This is an optimization exercise on Yosys and OpenROAD, whose aim is small area, a short achievable clock period and few clock cycles, not a production implementation.
At most, simulation tests tie the RTL to the original design; equivalence was not proved.

==> onyx <==
==> flow/design.v (excerpt) <==
module cordic(i_clk, i_rst, i_en, o_vld, o_cosine, o_sine, i_theta);
    input i_clk;
    input i_rst;
    input i_en;
    input signed [23:0] i_theta;
    output signed [23:0] o_cosine;
    output signed [23:0] o_sine;
    output o_vld;
    reg [29:0] vld;    
    assign o_vld = vld[29];
    always @(posedge i_clk)
        if (i_rst) vld <= 0;
        else vld <= {vld[28:0], i_en};
    wire signed [23:0] th;
    wire signed [18:0] phi0;
    wire sat0;
    wire sgn0;
    reg signed [18:0] phi0_q1;
    reg sat0_q1;
    reg sgn0_q1;
    wire n0;
    wire ltp0;
    wire ltn0;
    wire n1;
    wire signed [18:0] cs0;
    wire signed [18:0] ca0;
    wire signed [17:0] phi1;
    wire sat1;
    wire sgn1;
    reg signed [17:0] phi1_q2;
    reg sat1_q2;
    reg sgn1_q2;
    wire n2;
    wire ltp1;
    wire ltn1;
    wire n3;
    wire signed [17:0] cs1;
    wire signed [17:0] ca1;
    wire signed [16:0] phi2;
    wire sat2;
    wire sgn2;
    reg signed [16:0] phi2_q3;
    reg sat2_q3;
    reg sgn2_q3;
    wire n4;
    wire ltp2;
    wire ltn2;
    wire n5;
    wire signed [16:0] cs2;
    wire signed [16:0] ca2;
    wire signed [15:0] phi3;
    wire sat3;
    wire sgn3;
    reg signed [15:0] phi3_q4;
    reg sat3_q4;
    reg sgn3_q4;
    wire n6;
    wire ltp3;
    wire ltn3;
    wire n7;
    wire signed [15:0] cs3;
    wire signed [15:0] ca3;
    wire signed [14:0] phi4;
    wire sat4;
    wire sgn4;
    reg signed [14:0] phi4_q5;
    reg sat4_q5;
  ...
Settings: LEC_CHECK=0, CAP_MARGIN=20, CORE_MARGIN=2, CORE_UTILIZATION=40, CTS_BUF_LIST=sky130_fd_sc_hd__clkbuf_8, CTS_CLUSTER_SIZE=25, SLEW_MARGIN=20, SYNTH_MEMORY_MAX_BITS=16384; clock period 10.0 ns.
standard.sh (not shown) runs the stock make flow with config.mk's settings and CLKGATE_MAP_FILE= SYNTH_SCRIPT=/design/flow/synth_recipe.tcl, a recipe that flattens the netlist after the stock synthesis.
==> flow/flow/run.sh <==
#!/bin/bash
# The standard layout (standard.sh), with timing repair aiming for extra setup slack.
set -euo pipefail
export SETUP_SLACK_MARGIN=6.6
bash standard.sh > standard.log 2>&1
==> lagoon (differences from onyx) <==
--- a/flow/config.mk
+++ b/flow/config.mk
@@ -10,3 +10,4 @@
 export CORE_UTILIZATION = 40
-export CTS_BUF_LIST = sky130_fd_sc_hd__clkbuf_8
+export CTS_BUF_LIST = sky130_fd_sc_hd__clkbuf_16
+export CTS_CLUSTER_DIAMETER = 100
 export CTS_CLUSTER_SIZE = 25
==> notes.md <==
Status: lagoon no timing/DRC/antenna violations; onyx no timing/DRC/antenna violations
Met2 wire length: lagoon 82100 µm; onyx 83200 µm
Post-route core utilization: lagoon 43.9%; onyx 45.5%
Period utilization: lagoon 35.8%; onyx 35.4%
Slew HR: lagoon 31.2%; onyx 30.0%
Global-route wire length before repair: lagoon 287000 µm; onyx 293000 µm
Buffers and inverters on the worst path: lagoon 3; onyx 1
Worst r2r src: lagoon tx_q29[4]; onyx tx_q29[2]
Antenna violations before repair: lagoon 2; onyx 3
Fraction of area in multi-input gates: lagoon 56.7%; onyx 54.8%
Detailed-route wire length: lagoon 172000 µm; onyx 176000 µm
Post-CTS setup buffer count: lagoon 22; onyx 21
Clk Latency, worst-skew pair: lagoon 0.74 ns; onyx 0.95 ns
Critical Path Source: lagoon tx_q29[4]; onyx tx_q29[2]
Ratio of routed vias to standard cells: lagoon 5.06; onyx 5.01
Comb_multi_in: lagoon 6114; onyx 6113
Actual transition at the worst max-transition pin: lagoon 1.03 ns; onyx 1.05 ns
Total inserted antenna cells: lagoon 2; onyx 4
Hold endpoint: lagoon n29_q26; onyx phi7_q11[0]
Crit path time final: lagoon 3.58 ns; onyx 3.55 ns
Function was not checked in any run of this note: the RTL went through the layout flow alone.

---

==> run a: inputs <==
Another version of the RTL of cordic (not shown whole).
==> flow/config.mk <==
export PLATFORM = sky130hd
export DESIGN_NAME = cordic
export DESIGN_NICKNAME = cordic
export VERILOG_FILES = /design/flow/design.v
export SDC_FILE = /design/flow/constraint.sdc
export NUM_CORES = 4
export LEC_CHECK = 0
export CAP_MARGIN = 20
export CORE_MARGIN = 2
export CORE_UTILIZATION = 60
export CTS_BUF_LIST = sky130_fd_sc_hd__clkbuf_16
export CTS_CLUSTER_DIAMETER = 100
export CTS_CLUSTER_SIZE = 25
export PLACE_DENSITY = 0.72
export SLEW_MARGIN = 20
export SYNTH_MEMORY_MAX_BITS = 16384
==> flow/constraint.sdc <==
create_clock -name core_clock -period 10.0 [get_ports {i_clk}]
set_input_delay 2.0000 -clock core_clock [delete_from_list [all_inputs] [get_ports {i_clk}]]
set_output_delay 2.0000 -clock core_clock [all_outputs]
set_load 0.01 [all_outputs]
Scripts as last shown in full above: flow/flow/run.sh
==> inputs of run b, as changes to run a <==
==> flow/flow/run.sh (replaced) <==
#!/bin/bash
# The standard layout (standard.sh), with timing repair aiming for extra setup slack.
set -euo pipefail
export SETUP_SLACK_MARGIN=6.8
bash standard.sh > standard.log 2>&1
Settings changed: CORE_UTILIZATION 60 to 40, PLACE_DENSITY 0.72 to unset.
==> inputs of run c, as changes to run a <==
Settings changed: CORE_UTILIZATION 60 to 40, PLACE_DENSITY 0.72 to unset.
==> notes <==
- Against run b, the utilization of run c is lower by 0.91 points.
- Fmax: run a < run b < run c.
- The lowest cell count belongs to run a, the highest to run b.
Testbench counts of run a, summed over its fixed seeds: cycles 8,432.
Testbench counts of run b, summed over its fixed seeds: cycles 8,432.
Testbench counts of run c, summed over its fixed seeds: cycles 8,432.

==> afterwards: timing with drivers on the ports <==
The flow's constraints put no driver on any port. The routed layouts listed below were extracted and timed again, unchanged, in two steps. Step 1 sets driving cells, clkbuf_16 on the clock port and buf_2 on the other inputs (assumed; they add their load-dependent delay and slew). Step 2 also shifts input and output timing later by t, the mid clock arrival at the registers, as if the neighbouring blocks saw the same clock. a / b / c = ideal ports / drivers / drivers and shift; a / b = the first two.
run	t (ns)	setup slack, ns	worst setup path at the end	worst slew at a driven data input, ns
onyx	1.019	6.455 / 6.444 / 6.455	register to register	0.06
lagoon	0.800	6.422 / 6.422 / 6.422	register to register	0.06
run a	0.786	6.352 / 6.352 / 6.352	register to register	0.04
run b	0.781	6.441 / 6.441 / 6.441	register to register	0.06
run c	0.774	6.519 / 6.519 / 6.519	register to register	0.05
After both steps every run listed still meets setup and hold.
